Background: an optimization exercise with open tools, aiming at small area. Do not read the settings as production practice.
Where RTL was checked, it was by simulation tests only, not by an equivalence proof against the original.
No driver is modelled on the clock port, so clock power and skew are understated where the tree is cut down; a real chip needs a root buffer or a tree.
No activity file was given, so power comes from the tool's default toggle rates.

==> inputs of 09-23 <==
Design midside_axis_wrapper, start of the top module:
module midside_axis_wrapper #
(
    parameter integer C_S_AXI_DATA_WIDTH = 32,
    parameter integer C_S_AXI_ADDR_WIDTH = 4,
    parameter integer C_AXIS_DATA_WIDTH  = 32
)
(
    input  wire aclk,
    input  wire aresetn,
    input  wire [C_S_AXI_ADDR_WIDTH-1:0]  s_axi_awaddr,
    input  wire [2:0]                     s_axi_awprot,
    input  wire                           s_axi_awvalid,
    output wire                           s_axi_awready,
    input  wire [C_S_AXI_DATA_WIDTH-1:0]  s_axi_wdata,
    input  wire [(C_S_AXI_DATA_WIDTH/8)-1:0] s_axi_wstrb,
    input  wire                           s_axi_wvalid,
    output wire                           s_axi_wready,
    output wire [1:0]                     s_axi_bresp,
    output wire                           s_axi_bvalid,
    input  wire                           s_axi_bready,
    input  wire [C_S_AXI_ADDR_WIDTH-1:0]  s_axi_araddr,
    input  wire [2:0]                     s_axi_arprot,
    input  wire                           s_axi_arvalid,
    output wire                           s_axi_arready,
    output wire [C_S_AXI_DATA_WIDTH-1:0]  s_axi_rdata,
    output wire [1:0]                     s_axi_rresp,
    output wire                           s_axi_rvalid,
    input  wire                           s_axi_rready,
    input  wire [C_AXIS_DATA_WIDTH-1:0] s_axis_tdata,
    input  wire                         s_axis_tvalid,
    output wire                         s_axis_tready,
    input  wire                         s_axis_tlast,
    output wire [C_AXIS_DATA_WIDTH-1:0] m_axis_tdata,
    output wire                         m_axis_tvalid,
  ...
==> module ms_carry, before the edit <==
module ms_carry #(parameter integer K = 9) (
    input  wire [15:0] L,
    input  wire [15:0] R,
    output wire        c_sum,    
    output wire        c_dec,    
    output wire        c_diff    
);
    wire [K:0] cs, cd;
    assign cs[0] = 1'b0;
    assign cd[0] = 1'b1;
    genvar i;
    generate
        for (i = 0; i < K; i = i + 1) begin : g_c
            assign cs[i+1] = (L[i] & R[i])  | (cs[i] & (L[i] | R[i]));
            assign cd[i+1] = (L[i] & ~R[i]) | (cd[i] & (L[i] | ~R[i]));
        end
    endgenerate
    assign c_sum  = cs[K];
    assign c_dec  = (L[0] ^ R[0]) & (|L[K-1:0]);
    assign c_diff = cd[K];
endmodule
==> module mid_side_core, before the edit <==
module mid_side_core #(parameter integer K = 9) (
    input  wire        clk,
    input  wire        ce,
    input  wire        enable,
    input  wire [15:0] L,
    input  wire [15:0] R,
    output reg  [15:0] L_q,
    output reg  [15:0] R_q,
    output reg         enc_q,
    output reg         cl0_q,    
    output reg         cl1_q,    
    output reg         cd_q
);
    wire c_sum, c_dec, c_diff;
    ms_carry #(.K(K)) u_carry (.L(L), .R(R), .c_sum(c_sum), .c_dec(c_dec), .c_diff(c_diff));
    always @(posedge clk) begin
        if (ce) begin
            L_q   <= L;
            R_q   <= R;
            enc_q <= enable;
            cl0_q <= enable & c_sum;
            cl1_q <= enable ? c_dec : c_sum;
            cd_q  <= c_diff;
        end
    end
endmodule
==> module mid_side_inverse, before the edit <==
module mid_side_inverse #(parameter integer K = 9) (
    input  wire        clk,
    input  wire        ce,
    input  wire        enc,
    input  wire        dec,
    input  wire [15:0] L,
    input  wire [15:0] R,
    input  wire        cl0_k,
    input  wire        cl1_k,
    input  wire        cd_k,
    output reg  [15:0] L_out,
    output reg  [15:0] R_out
);
    wire        p      = L[0] ^ R[0];
    wire        pe     = p & enc & dec;
    wire        use_r  = ~(enc & dec) & (enc | dec);
    wire [15:0] addend;
    wire [15:0] nR     = ~R;
    wire [15:0] cs, cd;
    wire [15:0] sum, diff;
    wire        cs16, cd16;
    assign sum[0]  = L[0] ^ addend[0];
    assign cs[1]   = L[0] & addend[0];
    assign diff[0] = L[0] ^ R[0];
    assign cd[1]   = L[0] | nR[0];
    assign cs[K]   = dec ? cl1_k : cl0_k;
    assign cd[K]   = cd_k;
    genvar i;
    generate
        for (i = 0; i < 16; i = i + 1) begin : g_opd
            ms_addend u_a (.use_r(use_r), .r(R[i]), .ones(pe), .a(addend[i]));
        end
        for (i = 1; i < 16; i = i + 1) begin : g_add
            wire cso, cdo;
            ms_fa u_fs (.a(L[i]), .b(addend[i]), .ci(cs[i]), .s(sum[i]),  .co(cso));
            ms_fa u_fd (.a(L[i]), .b(nR[i]),     .ci(cd[i]), .s(diff[i]), .co(cdo));
            if (i + 1 < 16 && i + 1 != K) begin : g_c
                assign cs[i+1] = cso;
                assign cd[i+1] = cdo;
            end
        end
    endgenerate
    wire sum16  = (L[15] & addend[15]) | ((L[15] | addend[15]) & sum[15]);
    wire diff16 = (L[15] & nR[15])     | ((L[15] | nR[15])     & diff[15]);
    wire ovl = (L[15] ~^ addend[15]) & (cs[15] ^ L[15]);
    wire ovr = (L[15] ~^ nR[15])     & (cd[15] ^ L[15]);
    wire hold  = ~ce;
    wire l_shf = ce & ~dec & enc;
    wire l_sum = ce & ~(~dec & enc) & ~ovl;
    wire l_sat = ce & dec & ovl;
    wire r_pas = ce & (dec == enc);
    wire r_shf = ce & ~dec & enc;
    wire r_dif = ce & dec & ~enc & ~ovr;
    wire r_sat = ce & dec & ~enc & ovr;
    wire [16:0] sum_x  = {sum16, sum};
    wire [16:0] diff_x = {diff16, diff};
    wire [15:0] l_d, r_d;
    generate
        for (i = 0; i < 16; i = i + 1) begin : g_out
            ms_lsel u_l (.hold(hold), .q(L_out[i]), .shf(l_shf), .s_hi(sum_x[i+1]),
                         .sum(l_sum), .s_lo(sum[i]),
                         .satc(l_sat & (i == 15 ? L[15] : ~L[15])), .d(l_d[i]));
            ms_rsel u_r (.hold(hold), .q(R_out[i]), .pas(r_pas), .r(R[i]),
                         .shf(r_shf), .d_hi(diff_x[i+1]), .dif(r_dif), .d_lo(diff[i]),
                         .satc(r_sat & (i == 15 ? L[15] : ~L[15])), .d(r_d[i]));
        end
    endgenerate
    always @(posedge clk) begin
        L_out <= l_d;
        R_out <= r_d;
    end
endmodule
clock: 5.0 ns
lec_check: 0
cap_margin: 20
core_margin: 2
core_utilization: 60
slew_margin: 20
synth_hierarchical: 1
standard.sh (not shown) runs the stock make flow with config.mk's settings and CLKGATE_MAP_FILE= SYNTH_SCRIPT=/design/flow/synth_recipe.tcl, a recipe that flattens the netlist after the stock synthesis.
==> flow/flow/run.sh <==
#!/bin/bash
set -euo pipefail
here=$(pwd)
bash standard.sh \
  "BUFFER_PORTS_ARGS=-buffer_cell sky130_fd_sc_hd__buf_1" \
  "PRE_CTS_TCL=$here/flow/pre_cts.tcl" \
  finish > flow_make.log 2>&1
==> flow/flow/manual_cts.tcl <==
# Manual two-level clock tree, used in place of TritonCTS.
# The registers are split into NLEAF groups by position (k-means); each group
# gets one leaf clock buffer at its centre, and one root buffer at the centre
# of the leaves is the only cell the clock port drives.  Every register sees
# the same two buffers between it and the port.
proc mcts_build { nleaf leaf_cell root_cell } {
  set block [ord::get_db_block]
  set db [ord::get_db]
  set clk_net [$block findNet aclk]
  set sinks {}
  foreach it [$clk_net getITerms] {
    lappend sinks $it
  }
  set pts {}
  foreach it $sinks {
    set b [[$it getInst] getBBox]
    lappend pts [list [expr {([$b xMin] + [$b xMax]) / 2.0}] [expr {([$b yMin] + [$b yMax]) / 2.0}]]
  }
  set n [llength $pts]
  # k-means, seeded with points spread along the sorted order
  set order [lsort -real -index 0 $pts]
  set cent {}
  for {set k 0} {$k < $nleaf} {incr k} {
    lappend cent [lindex $order [expr {int(($k + 0.5) * $n / $nleaf)}]]
  }
  for {set iter 0} {$iter < 50} {incr iter} {
    set asg {}
    foreach p $pts {
      set best 0; set bd 1e30
      for {set k 0} {$k < $nleaf} {incr k} {
        set c [lindex $cent $k]
        set d [expr {abs([lindex $p 0] - [lindex $c 0]) + abs([lindex $p 1] - [lindex $c 1])}]
        if {$d < $bd} { set bd $d; set best $k }
      }
      lappend asg $best
    }
    set newc {}
    for {set k 0} {$k < $nleaf} {incr k} {
      set sx 0; set sy 0; set cnt 0
      foreach p $pts a $asg {
        if {$a == $k} { set sx [expr {$sx + [lindex $p 0]}]; set sy [expr {$sy + [lindex $p 1]}]; incr cnt }
      }
      if {$cnt > 0} { lappend newc [list [expr {$sx / $cnt}] [expr {$sy / $cnt}]] } else { lappend newc [lindex $cent $k] }
    }
    set cent $newc
  }
  set lm [$db findMaster $leaf_cell]
  set rm [$db findMaster $root_cell]
  # root
  set root [odb::dbInst_create $block $rm "mcts_root"]
  set rootnet [odb::dbNet_create $block "mcts_root_net"]
  $rootnet setSigType CLOCK
  set sx 0; set sy 0
  foreach c $cent { set sx [expr {$sx + [lindex $c 0]}]; set sy [expr {$sy + [lindex $c 1]}] }
  $root setLocation [expr {int($sx / $nleaf)}] [expr {int($sy / $nleaf)}]
  $root setPlacementStatus PLACED
  # leaves
  set leafnets {}
  for {set k 0} {$k < $nleaf} {incr k} {
    set c [lindex $cent $k]
    if {[lsearch -exact $asg $k] < 0} { lappend leafnets {}; continue }
    set li [odb::dbInst_create $block $lm "mcts_leaf_$k"]
    $li setLocation [expr {int([lindex $c 0])}] [expr {int([lindex $c 1])}]
    $li setPlacementStatus PLACED
    set ln [odb::dbNet_create $block "mcts_leaf_net_$k"]
    $ln setSigType CLOCK
    [$li findITerm A] connect $rootnet
    [$li findITerm X] connect $ln
    lappend leafnets $ln
  }
  foreach it $sinks a $asg {
    $it disconnect
    $it connect [lindex $leafnets $a]
  }
  [$root findITerm A] connect $clk_net
  [$root findITerm X] connect $rootnet
  set cnts {}
  foreach ln $leafnets { if {$ln ne {}} { lappend cnts [expr {[llength [$ln getITerms]] - 1}] } }
  puts "mcts: $n sinks, $nleaf leaves of $leaf_cell, root $root_cell, leaf loads: $cnts"
}
==> flow/flow/pre_cts.tcl <==
# Replaces TritonCTS with a two-level tree (manual_cts.tcl): 13 leaf
# clkbuf_8, each at the centre of a group of registers, all driven by one
# root clkbuf_8 on the clock port.  cts.tcl's own legalisation and timing
# repair then run as usual.
source [file join [file dirname [info script]] manual_cts.tcl]
mcts_build 13 sky130_fd_sc_hd__clkbuf_8 sky130_fd_sc_hd__clkbuf_8
set_propagated_clock [all_clocks]
proc clock_tree_synthesis { args } {
  puts "clock_tree_synthesis skipped: the clock tree was built by pre_cts.tcl"
}
==> 04-12: changes against 09-23 <==
--- a/flow/design.v
+++ b/flow/design.v
@@ -1,4 +1,4 @@
 `timescale 1ns / 1ps
-module ms_carry #(parameter integer K = 9) (
+module ms_carry #(parameter integer K = 8) (
     input  wire [15:0] L,
     input  wire [15:0] R,
@@ -21,5 +21,5 @@
     assign c_diff = cd[K];
 endmodule
-module mid_side_core #(parameter integer K = 9) (
+module mid_side_core #(parameter integer K = 8) (
     input  wire        clk,
     input  wire        ce,
@@ -85,5 +85,5 @@
     assign d = (hold & q) | (pas & r) | (shf & d_hi) | (dif & d_lo) | satc;
 endmodule
-module mid_side_inverse #(parameter integer K = 9) (
+module mid_side_inverse #(parameter integer K = 8) (
     input  wire        clk,
     input  wire        ce,
==> flow/flow/run.sh (replaced) <==
#!/bin/bash
set -euo pipefail
here=$(pwd)
bash standard.sh \
  "BUFFER_PORTS_ARGS=-buffer_cell sky130_fd_sc_hd__buf_1" \
  "CTS_ARGS=-sink_clustering_enable -repair_clock_nets -dont_use_dummy_load -buf_list {sky130_fd_sc_hd__clkbuf_4 sky130_fd_sc_hd__clkbuf_8}" \
  "POST_CTS_TCL=$here/flow/post_cts.tcl" \
  finish > flow_make.log 2>&1
==> flow/flow/post_cts.tcl (new file) <==
# After CTS's own timing repair: give back drive strength that the timing
# does not need (cells are only resized down; placement stays legal).
log_cmd repair_timing -recover_power 100 -setup_margin 0.05
--- a/flow/config.mk
+++ b/flow/config.mk
@@ -8,5 +8,5 @@
 export CAP_MARGIN = 20
 export CORE_MARGIN = 2
-export CORE_UTILIZATION = 60
+export CORE_UTILIZATION = 40
 export SLEW_MARGIN = 20
 export SYNTH_HIERARCHICAL = 1
removed: flow/flow/manual_cts.tcl
removed: flow/flow/pre_cts.tcl
==> 11-15: changes against 09-23 <==
--- a/flow/design.v
+++ b/flow/design.v
@@ -85,4 +85,35 @@
     assign d = (hold & q) | (pas & r) | (shf & d_hi) | (dif & d_lo) | satc;
 endmodule
+module ms_mode (
+    input  wire ce, input wire enc, input wire dec,
+    input  wire L0, input wire R0,
+    output wire hold, output wire use_r, output wire ones
+);
+    assign hold  = ~ce;
+    assign use_r = enc ^ dec;
+    assign ones  = enc & dec & (L0 ^ R0);
+endmodule
+module ms_outsel (
+    input  wire ce, input wire enc, input wire dec,
+    input  wire L15, input wire a15, input wire nr15,
+    input  wire cs15, input wire cd15,
+    output wire l_shf, output wire l_sum, output wire l_sat_lo, output wire l_sat_hi,
+    output wire r_pas, output wire r_shf, output wire r_dif,
+    output wire r_sat_lo, output wire r_sat_hi
+);
+    wire ovl = (L15 ~^ a15)  & (cs15 ^ L15);
+    wire ovr = (L15 ~^ nr15) & (cd15 ^ L15);
+    wire l_sat = ce & dec & ovl;
+    wire r_sat = ce & dec & ~enc & ovr;
+    assign l_shf    = ce & ~dec & enc;
+    assign l_sum    = ce & ~(~dec & enc) & ~ovl;
+    assign l_sat_lo = l_sat & ~L15;
+    assign l_sat_hi = l_sat & L15;
+    assign r_pas    = ce & (dec == enc);
+    assign r_shf    = ce & ~dec & enc;
+    assign r_dif    = ce & dec & ~enc & ~ovr;
+    assign r_sat_lo = r_sat & ~L15;
+    assign r_sat_hi = r_sat & L15;
+endmodule
 module mid_side_inverse #(parameter integer K = 9) (
     input  wire        clk,
@@ -98,7 +129,7 @@
     output reg  [15:0] R_out
 );
-    wire        p      = L[0] ^ R[0];
-    wire        pe     = p & enc & dec;
-    wire        use_r  = ~(enc & dec) & (enc | dec);
+    wire        hold, use_r, pe;
+    ms_mode u_mode (.ce(ce), .enc(enc), .dec(dec), .L0(L[0]), .R0(R[0]),
+                    .hold(hold), .use_r(use_r), .ones(pe));
     wire [15:0] addend;
     wire [15:0] nR     = ~R;
@@ -129,14 +160,10 @@
     wire sum16  = (L[15] & addend[15]) | ((L[15] | addend[15]) & sum[15]);
     wire diff16 = (L[15] & nR[15])     | ((L[15] | nR[15])     & diff[15]);
-    wire ovl = (L[15] ~^ addend[15]) & (cs[15] ^ L[15]);
-    wire ovr = (L[15] ~^ nR[15])     & (cd[15] ^ L[15]);
-    wire hold  = ~ce;
-    wire l_shf = ce & ~dec & enc;
-    wire l_sum = ce & ~(~dec & enc) & ~ovl;
-    wire l_sat = ce & dec & ovl;
-    wire r_pas = ce & (dec == enc);
-    wire r_shf = ce & ~dec & enc;
-    wire r_dif = ce & dec & ~enc & ~ovr;
-    wire r_sat = ce & dec & ~enc & ovr;
+    wire l_shf, l_sum, l_sat_lo, l_sat_hi, r_pas, r_shf, r_dif, r_sat_lo, r_sat_hi;
+    ms_outsel u_sel (.ce(ce), .enc(enc), .dec(dec), .L15(L[15]), .a15(addend[15]),
+                     .nr15(nR[15]), .cs15(cs[15]), .cd15(cd[15]),
+                     .l_shf(l_shf), .l_sum(l_sum), .l_sat_lo(l_sat_lo), .l_sat_hi(l_sat_hi),
+                     .r_pas(r_pas), .r_shf(r_shf), .r_dif(r_dif),
+                     .r_sat_lo(r_sat_lo), .r_sat_hi(r_sat_hi));
     wire [16:0] sum_x  = {sum16, sum};
     wire [16:0] diff_x = {diff16, diff};
@@ -146,8 +173,8 @@
             ms_lsel u_l (.hold(hold), .q(L_out[i]), .shf(l_shf), .s_hi(sum_x[i+1]),
                          .sum(l_sum), .s_lo(sum[i]),
-                         .satc(l_sat & (i == 15 ? L[15] : ~L[15])), .d(l_d[i]));
+                         .satc(i == 15 ? l_sat_hi : l_sat_lo), .d(l_d[i]));
             ms_rsel u_r (.hold(hold), .q(R_out[i]), .pas(r_pas), .r(R[i]),
                          .shf(r_shf), .d_hi(diff_x[i+1]), .dif(r_dif), .d_lo(diff[i]),
-                         .satc(r_sat & (i == 15 ? L[15] : ~L[15])), .d(r_d[i]));
+                         .satc(i == 15 ? r_sat_hi : r_sat_lo), .d(r_d[i]));
         end
     endgenerate
==> flow/flow/pre_cts.tcl (replaced) <==
# Replaces TritonCTS with a two-level tree (manual_cts.tcl): 12 leaf
# clkbuf_8, each at the centre of a group of registers, all driven by one
# root clkbuf_8 on the clock port.  cts.tcl's own legalisation and timing
# repair then run as usual.
source [file join [file dirname [info script]] manual_cts.tcl]
mcts_build 12 sky130_fd_sc_hd__clkbuf_8 sky130_fd_sc_hd__clkbuf_8
set_propagated_clock [all_clocks]
proc clock_tree_synthesis { args } {
  puts "clock_tree_synthesis skipped: the clock tree was built by pre_cts.tcl"
}
==> summary of the runs <==
04-12 went through all stages and came out clean. 09-23 went through all stages and came out clean. 11-15 passed the timing, design-rule and antenna checks. Against 11-15, the sequential share of layout area of 09-23 is lower by 0.66 points. Between 04-12 and 11-15, the lower cell count is in 11-15 (gap about 14%, measured against 11-15). In flip-flop and latch count, 11-15 and 09-23 do not differ. The lowest wire length belongs to 11-15, the highest to 04-12. Global-route usage: 09-23 > 11-15 > 04-12. In register-to-register slack, 09-23 and 11-15 hardly differ. Combinational power: 04-12 > 09-23 > 11-15. Sequential power is about the same in 09-23 and 04-12. The highest cell area belongs to 04-12, the lowest to 11-15.
==> figures <==
	11-15	09-23	04-12
Switching pwr	0.0005898 W	0.0006070 W	0.0006355 W
Net switching share of the total power	0.2336	0.2368	0.2398
R2R cell count	14	15	15
Power density over the cells	314.0 mW/mm^2	315.0 mW/mm^2	315.9 mW/mm^2
Period Utilization, post-route	0.9636	0.9665	0.9550
Fillcell total	827	879	1579
Portion of total power attributed to sequential cells	0.643	0.634	0.614
Status	no timing/DRC/antenna violations	no timing/DRC/antenna violations	no timing/DRC/antenna violations
Cell area after layout	0.008040 sq mm	0.008137 sq mm	0.008391 sq mm
Post-Route Utilization	0.7041	0.7126	0.4851
Worst VDD drop	0.0002752 V	0.0002805 V	0.0001636 V
Detailed-router iteration count before antenna repair	5	5	8
Post-synthesis mux area share	0.006598	0.006575	0.006542
Power, Total	0.002524 W	0.002563 W	0.002651 W
Mapped Area	0.007017 sq mm	0.007041 sq mm	0.007077 sq mm
Setup ws final	0.1819 ns	0.1673 ns	0.2251 ns
Power attributed to sequential cells	0.00162 W	0.00162 W	0.00163 W
Share of post-route cells with drive strength above 1	0.07496	0.08382	0.08345
Slowest cell on crit path	fa_1	fa_2	fa_1
Detail Placement HPWL	9636 um	9962 um	10920 um
For 04-12, only the layout was checked, not whether the RTL still works. The clock cells of 09-23 and 11-15 come from the design's own scripts or RTL, not from TritonCTS.

==> afterwards: timing with drivers on the ports <==
In the flow no input, the clock included, has a driving cell. The finished layouts below were timed again as built, in two steps. Step 1 sets driving cells, clkbuf_16 on the clock port and buf_2 on the other inputs (assumed; they add their load-dependent delay and slew). Step 2 times the ports against the registers' clock, not the clock port: input delays grow and output delays shrink by t, the midpoint of the rising clock arrivals with the driver on. Three values: ideal ports, drivers, drivers and shift; two values: the first two.
run | shift t [ns] | slack for setup (ns) | worst setup path after step 2 | worst data-port slew with drivers (ns)
09-23 | 0.488 | 0.167 / 0.167 / 0.167 | register to register | 0.05
04-12 | 0.468 | 0.225 / 0.225 / 0.225 | register to register | 0.08
11-15 | 0.454 | 0.182 / 0.182 / 0.182 | register to register | 0.05
After both steps every run listed still meets setup and hold.
